From an optimization exercise on the open Yosys and OpenROAD flow, aimed at small area; shortcuts taken in it are not production practice.
The RTL was checked by simulation tests, not by an equivalence proof against the original design.
Power figures rest on the tool's default switching activity, not on a simulated workload.

--- flow/design.v ---
module test_lcd_ctrl(
    input wire clk, input wire rst, output wire redled, output wire dbg_l2, output wire dbg_l3, output wire dbg_l4,
    input wire pSetButton, input wire pAlarmButton, input wire pTimerToggle0, input wire pTimerToggle1,
    input wire pButton0, input wire pButton1, input wire pButton2,
    output wire RS, output wire E, output wire RW,
    output wire LCD_DB0,
    output wire LCD_DB1,
    output wire LCD_DB2,
    output wire LCD_DB3,
    output wire LCD_DB4,
    output wire LCD_DB5,
    output wire LCD_DB6,
    output wire LCD_DB7,
    output wire buzzer
);
    wire [6:0] pin = ~{pButton0, pButton1, pButton2, pSetButton, pAlarmButton, pTimerToggle0, pTimerToggle1};
    reg [3:0] bcnt;
    reg [6:0] smp;
    reg [6:0] rise;
    always @(posedge clk) begin
        if (rst) begin
            bcnt <= 4'd1; smp <= 0; rise <= 0;
        end else if (bcnt == 4'd7) begin
            bcnt <= 4'd1; smp <= pin; rise <= pin & ~smp;
        end else bcnt <= {bcnt[2:0], bcnt[3] ^ bcnt[2]};
    end
    wire act = (bcnt == 4'd1);
    wire pul = (bcnt == 4'd2);
    wire b1 = pul & rise[6];
    wire b2 = pul & rise[5];
    wire b3 = pul & rise[4];
    reg [1:0] cm, tm;
    reg t12, alm_en, tmr_en;
    wire idle = (cm == 2'd0) && (tm == 2'd0);
    always @(posedge clk) begin
        if (rst) begin
            cm <= 0; tm <= 0; t12 <= 0; alm_en <= 0; tmr_en <= 0;
        end else if (act) begin
            if (rise[6] && idle) t12 <= ~t12;
            if (rise[5] && idle) alm_en <= ~alm_en;
            if (rise[4] && idle) tmr_en <= ~tmr_en;
            if (rise[1]) begin
                if (tm == 2'd0 && cm == 2'd0) tm <= 2'd1;
                if (tm == 2'd1 && cm == 2'd0) tm <= 2'd0;
            end
            if (rise[0]) begin
                if (tm == 2'd0 && cm == 2'd0) tm <= 2'd2;
                if (tm == 2'd2 && cm == 2'd0) tm <= 2'd0;
            end
            if (rise[3]) begin
                if (cm == 2'd0 && tm == 2'd0) cm <= 2'd1;
                else if (cm == 2'd1 && tm == 2'd0) cm <= 2'd3;
                else if (cm == 2'd3 && tm == 2'd0) cm <= 2'd0;
            end
            if (rise[2]) begin
                if (cm == 2'd0 && tm == 2'd0) cm <= 2'd2;
                if (cm == 2'd2 && tm == 2'd0) cm <= 2'd0;
            end
        end
    end
    assign redled = alm_en;
    assign dbg_l2 = tmr_en;
    assign dbg_l3 = tm[0];
    assign dbg_l4 = tm[1];
    reg [2:0] scr;
    always @(posedge clk) begin
        if (tm == 2'd0) scr <= (cm == 2'd0) ? 3'd0 : (cm == 2'd1) ? 3'd1 : (cm == 2'd3) ? 3'd2 : 3'd3;
        else scr <= tm[1] ? 3'd5 : 3'd4;
    end
    wire was_set = (scr != 3'd0);
    reg [9:0] dcnt;
    always @(posedge clk) begin
        if (rst || dcnt == 10'd982) dcnt <= 10'd1;
        else dcnt <= {dcnt[8:0], dcnt[9] ^ dcnt[6]};
    end
    wire tick = (dcnt == 10'd502);
    wire [1:0] ts_h1; wire [3:0] ts_h2; wire [2:0] ts_m1; wire [3:0] ts_m2; wire [2:0] ts_s1; wire [3:0] ts_s2;
    wire [1:0] as_st;
    wire [1:0] as_h1; wire [3:0] as_h2; wire [2:0] as_m1; wire [3:0] as_m2; wire [2:0] as_s1; wire [3:0] as_s2;
    wire [1:0] rs_h1; wire [3:0] rs_h2; wire [2:0] rs_m1; wire [3:0] rs_m2; wire [2:0] rs_s1; wire [3:0] rs_s2;
    settime u_tset(.clk(clk), .rst(rst), .upd(pul && cm == 2'd1), .i1(rise[6]), .i2(rise[5]), .i3(rise[4]), .first(!was_set), .ld(1'b0), .ldv(13'd0), .st(),
        .h1(ts_h1), .h2(ts_h2), .m1(ts_m1), .m2(ts_m2), .s1(ts_s1), .s2(ts_s2));
    settime u_aset(.clk(clk), .rst(rst), .upd(pul && cm == 2'd2), .i1(rise[6]), .i2(rise[5]), .i3(rise[4]), .first(!was_set),
        .ld(cm == 2'd2 && tm != 2'd0), .ldv({hh[5:0], mm[6:0]}), .st(as_st),
        .h1(as_h1), .h2(as_h2), .m1(as_m1), .m2(as_m2), .s1(as_s1), .s2(as_s2));
    settime u_rset(.clk(clk), .rst(rst), .upd(pul && tm == 2'd1), .i1(rise[6]), .i2(rise[5]), .i3(rise[4]), .first(!was_set), .ld(1'b0), .ldv(13'd0), .st(),
        .h1(rs_h1), .h2(rs_h2), .m1(rs_m1), .m2(rs_m2), .s1(rs_s1), .s2(rs_s2));
    reg [7:0] hr;
    reg [2:0] mi1; reg [3:0] mi2;
    reg [2:0] se1; reg [3:0] se2;
    wire se59 = (se1 == 3'd5) && (se2 == 4'd9);
    wire mi59 = (mi1 == 3'd5) && (mi2 == 4'd9);
    always @(posedge clk) begin
        if (rst) begin
            hr <= 0; mi1 <= 0; mi2 <= 0; se1 <= 0; se2 <= 0;
        end else if (tick) begin
            if (cm == 2'd1) begin
                hr <= {2'b00, ts_h1, ts_h2};
                mi1 <= ts_m1; mi2 <= ts_m2; se1 <= ts_s1; se2 <= ts_s2;
            end else if (cm == 2'd0) begin
                if (se2 == 4'd9) begin
                    se2 <= 0;
                    se1 <= (se1 == 3'd5) ? 3'd0 : se1 + 1'b1;
                end else se2 <= se2 + 1'b1;
                if (se59) begin
                    if (mi2 == 4'd9) begin
                        mi2 <= 0;
                        mi1 <= (mi1 == 3'd5) ? 3'd0 : mi1 + 1'b1;
                    end else mi2 <= mi2 + 1'b1;
                    if (mi59) begin
                        if (hr == 8'h23) hr <= 8'h00;
                        else if (hr == 8'h09 || hr == 8'h19) hr <= {2'b00, hr[5:4] + 2'd1, 4'd0};
                        else hr <= hr + 1'b1;
                    end
                end
            end
        end
    end
    reg [1:0] th1; reg [3:0] th2; reg [2:0] tm1; reg [3:0] tm2; reg [2:0] ts1; reg [3:0] ts2;
    reg tbuz;
    wire ts00 = (ts1 == 3'd0) && (ts2 == 4'd0);
    wire tm00 = (tm1 == 3'd0) && (tm2 == 4'd0);
    wire th00 = (th1 == 2'd0) && (th2 == 4'd0);
    always @(posedge clk) begin
        if (rst) begin
            th1 <= 0; th2 <= 0; tm1 <= 0; tm2 <= 0; ts1 <= 0; ts2 <= 0; tbuz <= 0;
        end else if (tick) begin
            if (tm == 2'd1) begin
                th1 <= rs_h1; th2 <= rs_h2; tm1 <= rs_m1; tm2 <= rs_m2; ts1 <= rs_s1; ts2 <= rs_s2;
                tbuz <= 0;
            end else if (!tbuz) begin
                tbuz <= ts00 && tm00 && th00;
                if (ts2 == 4'd0) begin
                    ts2 <= 4'd9;
                    ts1 <= (ts1 == 3'd0) ? 3'd5 : ts1 - 1'b1;
                end else ts2 <= ts2 - 1'b1;
                if (ts00) begin
                    if (tm2 == 4'd0) begin
                        tm2 <= 4'd9;
                        tm1 <= (tm1 == 3'd0) ? 3'd5 : tm1 - 1'b1;
                    end else tm2 <= tm2 - 1'b1;
                    if (tm00 && !th00) begin
                        if (th2 == 4'd0) begin
                            th2 <= 4'd9;
                            th1 <= th1 - 1'b1;
                        end else th2 <= th2 - 1'b1;
                    end
                end
            end
        end
    end
    wire norm = (cm == 2'd0) && (tm == 2'd0);
    wire use_tmr = |tm;
    wire [7:0] h24 = use_tmr ? {2'b00, th1, th2} : (cm == 2'd2) ? {2'b00, as_h1, as_h2} : hr;
    wire [7:0] mm = use_tmr ? {1'b0, tm1, tm2} : (cm == 2'd2) ? {1'b0, as_m1, as_m2} : {1'b0, mi1, mi2};
    wire [7:0] ss = use_tmr ? {1'b0, ts1, ts2} : (cm == 2'd2) ? {1'b0, as_s1, as_s2} : {1'b0, se1, se2};
    wire am_pm = (hr > 8'h11) && norm;
    wire [5:0] hsub = hr[5:0] - ((hr[5:1] == 5'b10000) ? 6'h18 : 6'h12);
    wire [5:0] h12 = ((hr == 8'h00) || (hr == 8'h12)) ? 6'h12 : (am_pm ? hsub : hr[5:0]);
    wire [7:0] hh = (t12 && norm) ? {2'b00, h12} : h24;
    wire [12:0] ahm = {as_h1, as_h2, as_m1, as_m2};
    reg chg;
    reg ring;
    always @(posedge clk) begin
        chg <= was_set ? ((b1 | b2) & !as_st[1]) : (ahm != 13'd0);
        ring <= (cm == 2'd2 && tm == 2'd0 && was_set) ? !chg : ({hh, mm} == {2'b00, as_h1, as_h2, 1'b0, as_m1, as_m2});
    end
    assign buzzer = (ring && alm_en) || (tbuz && tmr_en);
    reg [1:0] dst;
    reg [1:0] sd_d1; reg [3:0] sd_d2; reg [1:0] sd_m1; reg [3:0] sd_m2; reg [3:0] sd_y1; reg [3:0] sd_y2; reg [2:0] sd_wd;
    wire dset = (cm == 2'd3);
    wire dclr = (scr != 3'd2);
    always @(posedge clk) begin
        if (rst) begin
            dst <= 0; sd_d1 <= 0; sd_d2 <= 0; sd_m1 <= 0; sd_m2 <= 0; sd_y1 <= 0; sd_y2 <= 0; sd_wd <= 0;
        end else if (dset) begin
            if (dclr) begin
                dst <= 0; sd_d1 <= 0; sd_d2 <= 0; sd_m1 <= 0; sd_m2 <= 0; sd_y1 <= 0; sd_y2 <= 0;
            end
            case (dst)
                2'd0: begin
                    if (b1) sd_d1 <= (sd_d1 == 2'd3) ? 2'd0 : sd_d1 + 1'b1;
                    if (b2) sd_d2 <= (sd_d2 == 4'd9) ? 4'd0 : sd_d2 + 1'b1;
                    if (b3) dst <= 2'd1;
                end
                2'd1: begin
                    if (b1) sd_m1 <= (sd_m1 == 2'd3) ? 2'd0 : sd_m1 + 1'b1;
                    if (b2) sd_m2 <= (sd_m2 == 4'd9) ? 4'd0 : sd_m2 + 1'b1;
                    if (b3) dst <= 2'd2;
                end
                2'd2: begin
                    if (b1) sd_y1 <= (sd_y1 == 4'd9) ? 4'd0 : sd_y1 + 1'b1;
                    if (b2) sd_y2 <= (sd_y2 == 4'd9) ? 4'd0 : sd_y2 + 1'b1;
                    if (b3) dst <= 2'd3;
                end
                default: begin
                    if (b1) sd_wd <= (sd_wd == 3'd6) ? 3'd0 : sd_wd + 1'b1;
                    if (b3) dst <= 2'd0;
                end
            endcase
        end
    end
    reg [5:0] day; reg [7:0] mon; reg [7:0] yr; reg [2:0] wd;
    reg p23, pd1, pm1, nday;
    always @(posedge clk) begin
        pd1 <= (day == 6'h01);
        pm1 <= (mon == 8'h01);
    end
    wire nmon = (day == 6'h01) && !pd1;
    wire nyr = (mon == 8'h01) && !pm1;
    wire feb = (mon == 8'h02);
    wire m30 = (mon[7:5] == 3'd0) && ((mon[4:3] == 2'b00) ^ mon[0]);
    wire m31 = (mon[7:5] == 3'd0) && !m30;
    always @(posedge clk) begin
        if (rst) begin
            nday <= 0; p23 <= 0;
            day <= 0; mon <= 0; yr <= 0; wd <= 0;
        end else begin
            nday <= (hr == 8'h00) && p23;
            p23 <= (hr == 8'h23);
            if (dset) begin
                yr <= {sd_y1, sd_y2}; mon <= {2'b00, sd_m1, sd_m2}; day <= {sd_d1, sd_d2}; wd <= sd_wd;
            end else begin
                if (nyr) begin
                    if (yr[3:0] == 4'h9) yr <= {yr[7:4] + 4'h1, 4'h0};
                    else yr <= yr + 1'b1;
                end
                if (nmon) begin
                    if (mon == 8'h12) mon <= 8'h01;
                    else if (mon == 8'h09) mon <= 8'h10;
                    else mon <= mon + 1'b1;
                end
                if (nday) begin
                    if (feb) begin
                        if (day == 6'h29) day <= 6'h01;
                        else if (day == 6'h28) day <= (yr[1:0] == 2'b00) ? 6'h29 : 6'h01;
                        else if (day[3:0] == 4'h9) day <= {day[5:4] + 2'h1, 4'h0};
                        else day <= day + 1'b1;
                    end else if (m30 || m31) begin
                        if (day == (m30 ? 6'h30 : 6'h31)) day <= 6'h01;
                        else if (day[3:0] == 4'h9) day <= {day[5:4] + 2'h1, 4'h0};
                        else day <= day + 1'b1;
                    end
                    wd <= (wd == 3'd6) ? 3'd0 : wd + 1'b1;
                end
            end
        end
    end
    reg [4:0] wcnt;
    reg ln;
    reg [3:0] pos;
    reg cmdf;
    reg sub, ib;
    reg rE, rRS;
    reg [7:0] rDB;
    wire intr = (wcnt == 5'd1);
    wire [4:0] lp = {ln, pos};
    reg [8:0] ient;
    always @(*) begin
        case (lp)
            5'd0: ient = 9'h038;
            5'd1: ient = 9'h00c;
            5'd2: ient = 9'h006;
            5'd3: ient = 9'h040;
            5'd4: ient = 9'h104;
            5'd5: ient = 9'h10e;
            5'd6: ient = 9'h10e;
            5'd7: ient = 9'h10e;
            5'd8: ient = 9'h11f;
            5'd9: ient = 9'h100;
            5'd10: ient = 9'h104;
            5'd11: ient = 9'h100;
            5'd12: ient = 9'h048;
            5'd13: ient = 9'h11f;
            5'd14: ient = 9'h11f;
            5'd15: ient = 9'h111;
            5'd16: ient = 9'h11b;
            5'd17: ient = 9'h11b;
            5'd18: ient = 9'h11b;
            5'd19: ient = 9'h11f;
            5'd20: ient = 9'h11f;
            default: ient = 9'hxxx;
        endcase
    end
    wire dlay = ln ? (scr == 3'd2) : (scr == 3'd0);
    wire t12l = t12 && (scr == 3'd0);
    wire [3:0] qd = pos - {3'd0, ln};
    wire [3:0] qt = pos + {3'd0, t12l};
    reg [7:0] wk0, wk1, wk2;
    always @(*) begin
        case (wd)
            3'd0: begin wk0 = 8'h53; wk1 = 8'h75; wk2 = 8'h6e; end
            3'd1: begin wk0 = 8'h4d; wk1 = 8'h6f; wk2 = 8'h6e; end
            3'd2: begin wk0 = 8'h54; wk1 = 8'h75; wk2 = 8'h65; end
            3'd3: begin wk0 = 8'h57; wk1 = 8'h65; wk2 = 8'h64; end
            3'd4: begin wk0 = 8'h54; wk1 = 8'h68; wk2 = 8'h75; end
            3'd5: begin wk0 = 8'h46; wk1 = 8'h72; wk2 = 8'h69; end
            3'd6: begin wk0 = 8'h53; wk1 = 8'h61; wk2 = 8'h74; end
            default: begin wk0 = 8'hxx; wk1 = 8'hxx; wk2 = 8'hxx; end
        endcase
    end
    reg [7:0] chr;
    always @(*) begin
        chr = 8'h20;
        if (dlay) begin
            case (qd)
                4'd0: chr = {6'b001100, day[5:4]};
                4'd1: chr = {4'h3, day[3:0]};
                4'd2, 4'd5: chr = 8'h2d;
                4'd3: chr = {4'h3, mon[7:4]};
                4'd4: chr = {4'h3, mon[3:0]};
                4'd6: chr = 8'h32;
                4'd7: chr = 8'h30;
                4'd8: chr = {4'h3, yr[7:4]};
                4'd9: chr = {4'h3, yr[3:0]};
                4'd10: chr = ln ? 8'h20 : 8'h2c;
                4'd11: chr = wk0;
                4'd12: chr = wk1;
                4'd13: chr = wk2;
                4'd14: chr = ln ? 8'h20 : (tmr_en ? 8'h01 : 8'h20);
                default: chr = ln ? 8'h20 : (alm_en ? 8'h00 : 8'h20);
            endcase
        end else if (ln) begin
            case (qt)
                4'd4: chr = {4'h3, hh[7:4]};
                4'd5: chr = {4'h3, hh[3:0]};
                4'd6, 4'd9: chr = 8'h3a;
                4'd7: chr = {4'h3, mm[7:4]};
                4'd8: chr = {4'h3, mm[3:0]};
                4'd10: chr = {4'h3, ss[7:4]};
                4'd11: chr = {4'h3, ss[3:0]};
                4'd13: chr = t12l ? (am_pm ? 8'h50 : 8'h41) : 8'h20;
                4'd14: chr = t12l ? 8'h4d : 8'h20;
                default: chr = 8'h20;
            endcase
        end else if (scr == 3'd5) begin
            case (pos)
                4'd0: chr = 8'h54;
                4'd1: chr = 8'h69;
                4'd2: chr = 8'h6d;
                4'd3: chr = 8'h65;
                4'd4: chr = 8'h72;
                default: chr = 8'h20;
            endcase
        end else begin
            case (pos)
                4'd0: chr = 8'h53;
                4'd1: chr = 8'h65;
                4'd2: chr = 8'h74;
                4'd4: chr = (scr == 3'd1) ? 8'h54 : (scr == 3'd2) ? 8'h44 : (scr == 3'd3) ? 8'h41 : 8'h54;
                4'd5: chr = (scr == 3'd1) ? 8'h69 : (scr == 3'd2) ? 8'h61 : (scr == 3'd3) ? 8'h6c : 8'h69;
                4'd6: chr = (scr == 3'd1) ? 8'h6d : (scr == 3'd2) ? 8'h74 : (scr == 3'd3) ? 8'h61 : 8'h6d;
                4'd7: chr = (scr == 3'd1) ? 8'h65 : (scr == 3'd2) ? 8'h65 : (scr == 3'd3) ? 8'h72 : 8'h65;
                4'd8: chr = (scr == 3'd3) ? 8'h6d : (scr == 3'd4) ? 8'h72 : 8'h20;
                default: chr = 8'h20;
            endcase
        end
    end
    always @(posedge clk) begin
        if (rst) begin
            wcnt <= 5'd25; ln <= 0; pos <= 0; cmdf <= 0; sub <= 0; ib <= 0;
            rE <= 0; rRS <= 0; rDB <= 0;
        end else begin
            if (intr) begin
                sub <= ~sub;
                if (!ib) begin
                    if (sub && lp == 5'd20) begin
                        ib <= 1; ln <= 0; pos <= 0; cmdf <= 1; wcnt <= 5'd19;
                    end else begin
                        if (sub) {ln, pos} <= lp + 1'b1;
                        wcnt <= 5'd25;
                    end
                end else begin
                    if (sub) begin
                        if (cmdf) cmdf <= 0;
                        else begin
                            {ln, pos} <= lp + 1'b1;
                            if (pos == 4'd15) cmdf <= 1;
                        end
                    end
                    wcnt <= rRS ? 5'd23 : 5'd19;
                end
            end else wcnt <= {wcnt[3:0], wcnt[4] ^ wcnt[2]};
            if (sub) rE <= 0;
            else begin
                rE <= 1;
                {rRS, rDB} <= !ib ? ient : cmdf ? {2'b01, ln, 6'd0} : {1'b1, chr};
            end
        end
    end
    assign E = rE;
    assign RS = rRS;
    assign RW = 1'b0;
    assign {LCD_DB7, LCD_DB6, LCD_DB5, LCD_DB4, LCD_DB3, LCD_DB2, LCD_DB1, LCD_DB0} = rDB;
endmodule
module settime (
    input wire clk, input wire rst,
    input wire upd, input wire i1, input wire i2, input wire i3,
    input wire first,
    input wire ld, input wire [12:0] ldv,
    output reg [1:0] st,
    output reg [1:0] h1, output reg [3:0] h2,
    output reg [2:0] m1, output reg [3:0] m2,
    output reg [2:0] s1, output reg [3:0] s2
);
    always @(posedge clk) begin
        if (upd && first && !ld) st <= 0;
        else if (upd && !ld) begin
            case (st)
                2'd0: if (i3) st <= 2'd1;
                2'd1: if (i3) st <= 2'd2;
                default: if (i3) st <= 2'd0;
            endcase
        end
    end
    always @(posedge clk) begin
        if (rst || (upd && first && !ld)) begin
            h1 <= 0; h2 <= 0; m1 <= 0; m2 <= 0; s1 <= 0; s2 <= 0;
        end else if (ld) begin
            {h1, h2, m1, m2} <= ldv;
        end else if (upd) begin
            case (st)
                2'd0: begin
                    if (i1) h1 <= (h1 == 2'd2) ? 2'd0 : h1 + 1'b1;
                    if (i2) h2 <= (h2 == 4'd9) ? 4'd0 : h2 + 1'b1;
                end
                2'd1: begin
                    if (i1) m1 <= (m1 == 3'd5) ? 3'd0 : m1 + 1'b1;
                    if (i2) m2 <= (m2 == 4'd9) ? 4'd0 : m2 + 1'b1;
                end
                default: begin
                    if (i1) s1 <= (s1 == 3'd5) ? 3'd0 : s1 + 1'b1;
                    if (i2) s2 <= (s2 == 4'd9) ? 4'd0 : s2 + 1'b1;
                end
            endcase
        end
    end
endmodule
--- flow/flow/run.sh ---
#!/bin/bash
# Layout flow: the standard synthesis, then the combinational logic between
# the flip-flops re-mapped by ABC for area (flip-flops, their names and cells
# untouched; the result is proved equivalent before it is used), then the
# standard floorplan, placement, CTS (without dummy loads), routing and finish.
# Each tool's output goes to a log file of its own in this folder.
set -euo pipefail
W=$(pwd)
F=$W/flow
R=$W/orfs/results/${FLOW_PLATFORM}/test_lcd_ctrl/base
LIB=$FLOW_HOME/platforms/${FLOW_PLATFORM}/lib/sky130_fd_sc_hd__tt_025C_1v80.lib
YOSYS=$FLOW_HOME/../tools/install/yosys/bin/yosys
[[ -x $YOSYS ]] || YOSYS=$(command -v yosys)

bash standard.sh synth > $W/log_1_standard_synth.txt 2>&1

cp $R/1_2_yosys.v $W/synth_std.v
DU=""
for c in $(grep -oE "sky130_fd_sc_hd__(probe|lpflow)[a-z0-9_]*" $FLOW_HOME/platforms/${FLOW_PLATFORM}/config.mk | sort -u); do
  DU="$DU -dont_use $c"
done
echo "module sky130_fd_sc_hd__dfxtp_1(input CLK, input D, output Q); endmodule" > $W/ff_stub.v
cat > $W/resyn1.ys <<EOS
read_liberty -ignore_miss_func $LIB
read_verilog $W/synth_std.v
delete sky130_fd_sc_hd__dfxtp_1
read_verilog -lib $W/ff_stub.v
hierarchy -top $FLOW_TOP
flatten
opt -purge
abc -liberty $LIB $DU -script +strash;dc2;&get,-n;&deepsyn,-T,180;&put;dch,-f;&get,-n;&nf,-R,1000;&put;
opt_clean -purge
write_verilog -noattr -nohex -nodec $W/resyn_mid.v
EOS
cat > $W/resyn2.ys <<EOS
read_liberty -lib $LIB
read_verilog $W/resyn_mid.v
hierarchy -top $FLOW_TOP
splitnets
opt_clean -purge
hilomap -singleton -hicell sky130_fd_sc_hd__conb_1 HI -locell sky130_fd_sc_hd__conb_1 LO
insbuf -buf sky130_fd_sc_hd__buf_2 A X
check -assert -mapped
tee -o $W/resyn_stat.txt stat -liberty $LIB
write_verilog -noattr -nohex -nodec $W/synth_resyn.v
EOS
cat > $W/equiv.ys <<EOS
read_liberty -ignore_miss_func $LIB
read_verilog $W/std_cut.v
rename $FLOW_TOP gold
read_verilog $W/resyn_cut.v
rename $FLOW_TOP gate
hierarchy -check
flatten gold gate
opt_clean gold gate
miter -equiv -flatten -make_assert gold gate miter
hierarchy -top miter
sat -verify -prove-asserts miter
EOS
use=0
if $YOSYS -q $W/resyn1.ys > $W/log_2_resyn1.txt 2>&1 \
   && $YOSYS -q $W/resyn2.ys > $W/log_3_resyn2.txt 2>&1 \
   && python3 $F/cutff.py $W/synth_std.v $W/std_cut.v $W/ff_std.txt > $W/log_4_cut.txt 2>&1 \
   && python3 $F/cutff.py $W/synth_resyn.v $W/resyn_cut.v $W/ff_resyn.txt >> $W/log_4_cut.txt 2>&1 \
   && cmp -s $W/ff_std.txt $W/ff_resyn.txt \
   && [[ $(grep -c "sky130_fd_sc_hd__df" $W/synth_std.v) == $(grep -c "sky130_fd_sc_hd__df" $W/synth_resyn.v) ]] \
   && $YOSYS -q $W/equiv.ys > $W/log_5_equiv.txt 2>&1; then
  use=1
fi
echo "resynthesised netlist used: $use" | tee $W/log_6_choice.txt
if [[ $use == 1 ]]; then
  cp $W/synth_resyn.v $R/1_2_yosys.v
  rm -f $R/1_synth.odb $R/1_synth.sdc
fi

# CTS without dummy loads; the clustering settings are in cts_args.txt
export CTS_ARGS="$(cat $F/cts_args.txt)"
# every port still gets its own buffer, the smallest one
export BUFFER_PORTS_ARGS="-buffer_cell sky130_fd_sc_hd__buf_1"
bash standard.sh finish > $W/log_7_standard_finish.txt 2>&1
--- flow/flow/cts_args.txt ---
-sink_clustering_enable -repair_clock_nets -dont_use_dummy_load -sink_clustering_size 12 -sink_clustering_max_diameter 45 -buf_list {sky130_fd_sc_hd__clkbuf_4 sky130_fd_sc_hd__clkbuf_8}
--- flow/flow/cutff.py ---
import re, sys
# cut dfxtp flops of a flat netlist into ports, keyed by instance name
src = open(sys.argv[1]).read()
pat = re.compile(r'sky130_fd_sc_hd__dfxtp_\d+\s+(\\\S+|\S+)\s*\(\s*\.CLK\(([^()]*)\),\s*\.D\(([^()]*)\),\s*\.Q\(([^()]*)\)\s*\);', re.S)
flops = {}
def rep(m):
    name, clk, d, q = m.group(1), m.group(2), m.group(3).strip(), m.group(4).strip()
    flops[name] = (d, q)
    return ''
body = pat.sub(rep, src)
names = sorted(flops)
idx = {n: i for i, n in enumerate(names)}
key = open(sys.argv[3], 'w') if len(sys.argv) > 3 else None
ports = []
decl = []
for n in names:
    i = idx[n]; d, q = flops[n]
    ports += ['ffq_%d' % i, 'ffd_%d' % i]
    decl.append('  input ffq_%d;\n  output ffd_%d;\n  assign %s = ffq_%d;\n  assign ffd_%d = %s ;\n' % (i, i, q, i, i, d))
    if key: key.write('%d %s\n' % (i, n))
m = re.search(r'module\s+test_lcd_ctrl\s*\(', body)
body = body[:m.end()] + ' ' + ', '.join(ports) + ', ' + body[m.end():]
e = body.index(');', m.end()) + 2
body = body[:e] + '\n' + ''.join(decl) + body[e:]
open(sys.argv[2], 'w').write(body)
print(len(names), 'flops cut')
--- flow/standard.sh ---
#!/bin/bash
# synth_recipe.tcl (not shown) runs the flow's synth.tcl, then flattens the netlist and writes it again
# the make line also repeats each setting of config.mk as NAME=value (left out here)
make -C /OpenROAD-flow-scripts/flow DESIGN_CONFIG=/design/flow/config.mk WORK_HOME=/design/flow/orfs CLKGATE_MAP_FILE= SYNTH_SCRIPT=/design/flow/synth_recipe.tcl "${@:-finish}"
--- flow/config.mk ---
export PLATFORM = sky130hd
export DESIGN_NAME = test_lcd_ctrl
export DESIGN_NICKNAME = test_lcd_ctrl
export VERILOG_FILES = /design/flow/design.v
export SDC_FILE = /design/flow/constraint.sdc
export NUM_CORES = 4
export LEC_CHECK = 0
export ABC_AREA = 1
export CAP_MARGIN = 10
export CORE_MARGIN = 2
export CORE_UTILIZATION = 75
export SLEW_MARGIN = 10
--- flow/constraint.sdc ---
create_clock -name core_clock -period 10.0 [get_ports {clk}]
set_input_delay 2.0000 -clock core_clock [delete_from_list [all_inputs] [get_ports {clk}]]
set_output_delay 2.0000 -clock core_clock [all_outputs]
set_load 0.01 [all_outputs]
==> run notes <==
-- worst max-delay path: stages, from the launching register on --
cell	delay (ns)
dfxtp_1	0.40
nand4b_1	0.23
or4_1	0.59
or4_1	0.51
or3_1	0.43
nor4_1	0.54
nand3_1	0.25
or2_0	0.31
nor3_1	0.36
a21boi_0	0.36
nor2_1	0.18
or4_1	0.52
nand3_1	0.09
-- metrics by stage --
| step | setup slack [ns] | util |
|---|---|---|
| after floorplan | 5.99 | - |
| after global placement | 5.44 | 0.791 |
| after detailed placement | 5.23 | 0.791 |
| after CTS | 5.24 | 0.817 |
| after global routing | 4.64 | 0.817 |
| final | 5.12 | 0.817 |
-- registers in the layout (all words and copies together), names as in the netlist, 5 cells and up --
signal,cells
smp,7
day,6
mon,8
wcnt,5
dcnt,10
ient,8
rDB,8
hr,8
yr,8
rise,7
-- per-layer routing --
metal	vias to the layer above	wire [um]	share of wire	track usage
met5	-	0	0	0
met4	0	1340	0.043	0.166
met3	119	3230	0.10	0.0736
met2	706	13500	0.44	0.593
met1	5057	12800	0.42	0.534
li1	5151	-	-	-
-- layout by cell type, fill, tap and decap left out, types with 11 or more instances in the layout --
cell	count
dfxtp_1	234
nor2_1	150
nand2_1	150
a21oi_1	129
o21ai_0	107
nor3_1	68
clkinv_1	36
and2_0	35
xnor2_1	33
and3_1	31
o31ai_1	30
clkbuf_8	27
nand3_1	26
a31oi_1	25
buf_1	22
nand2b_1	21
xor2_1	21
nor2b_1	19
a211oi_1	17
nor4_1	15
o22ai_1	15
buf_4	15
a22oi_1	14
nor3b_1	11
-- layout make-up --
cell class,count,share of cell area
inverter,36,0.0115
tap,184,0.0195
sequential,234,0.397
clock buffer,27,0.0315
timing repair buffer,38,0.0170
multi-input combinational,1079,0.523
-- power breakdown --
group / internal [W] / total, W / switching (W)
Clock: 0.000238 / 0.000552 / 0.000313
Sequential: 0.000945 / 0.000962 / 0.0000173
Combinational: 0.0000287 / 0.0000822 / 0.0000534
Total: 0.00121 / 0.00160 / 0.000384
-- path summary, 6_finish.rpt --
kind / depth (start not counted) / end
worst max-delay path: 12 / th2[3]$_SDFFE_PP0P_
worst min-delay path: 2 / rDB[5]$_SDFFE_PP0N_
worst min register to register: 2 / rDB[5]$_SDFFE_PP0N_
worst max register to register: 12 / th2[3]$_SDFFE_PP0P_
==> results.ini <==
[clock_tree]
worstSkewPairLatency_ns = 0.59
cts_tree = yes
post_cts_buffers = 0
htree_levels = 1
cts_num_sinks = 234
holdBufCountCts = 0
clk_pin_slew_ns = 0.08
root_buffer = clkbuf_8
clockBufferDepth = 3
post_cts_resize_count = 0
cts_made_buffers = 27

[timing]
finalCriticalPeriod_ns = 4.88
fin_tns_setup_ns = 0
slew_headroom = 0.215
setup_viol = 0
hold_ws_ns = 0.435
final_hold_viol_count = 0
worstMarginPinSlew_ns = 1.17
clock_skew_ns = 0.0587
fmax_mhz = 205
rsz0062_at_grt = no
fin_crit_sh = 0.488
drv_slew = 0

[final_layout]
n_antenna_cell = 0
fillers = 1001
area_growth_pct = 7.28
regArea_sq_um = 4680
multiInputGateArea_sq_um = 6170
fin_nets = 1425
fin_area_sq_um = 11800
drive_above_1_share = 0.0311
stdcell_count = 1598

[yosys]
syn-cell-area_sq_um = 11000
synth_area_per_cell_sq_um = 8.14
syn_inst = 1350
syn-num-nets = 1359
synth_warnings = 2

[detailed_routing]
wl_um = 30800
dr.pass1.iters = 6
route.detailed.drc = 0
vias_per_cell = 6.90
wl_per_cell_um = 19.3
vias = 11000
ant_nets = 0
drt_iter0_drc = 1486

[worst_setup_path]
end_kind = register
cp.arrival_ns = 5.36
crit_start = dcnt[0]$_SDFF_PP1_
cp-start-kind = register
r2r_slack_ns = 5.12
cp_max_fo = 7
reg2reg_from = dcnt[0]$_SDFF_PP1_
path_class = register to register
crit_required_ns = 10.48

[placement]
placed_area_sq_um = 11400
dpl.hpwl_um = 21700
portBuffers = 23
dpl.cell_count = 1571
gp_congestion = 1.05

[die]
ios = 25
coreArea_sq_um = 14400
die_y_um = 125
initial_core_util = 0.762
die-area_sq_um = 15600
rows = 44
die_w_um = 125

[worst_hold_path]
hp-start = ient[5]$_SDFF_PP0_
worstHoldPathType = register to register

[grt]
grt_pass1_vias = 10200
grt-ovfl-total = 0
grt_max_degree = 58
grt_usage = 0.385
antenna_found_initial = 1
grt_pass1_wl_um = 50300

[run]
cap_viol_max_count = 0

[power]
max-vdd-ir-drop_mv = 0.156
power.leakage_nw = 4.23
power_w = 0.00160
powerDensity_nw_per_um2 = 135

[run_status]
status = finished clean

[afterwards: timing with drivers on the ports]
The flow's constraints put no driver on any port. The routed layout listed below was extracted and timed again, unchanged, in two steps.
Step 1 sets driving cells, clkbuf_16 on the clock port and buf_2 on the other inputs (assumed; they add their load-dependent delay and slew).
Step 2, shift: input delay + t, output delay - t, t = (earliest + latest rising clock arrival at the registers) / 2. This alone moves slack from input paths to output paths.
Slacks: ideal ports / drivers / drivers and shift; pairs: ideal ports / drivers.
t (ns): 0.596
slack for setup (ns): 5.120 / 5.120 / 5.120
pins driven straight from the clock port: 1
After both steps setup and hold are still met in this run. For this run, drivers alone change the setup slack by 0.000 ns; drivers and shift together by 0.000 ns.
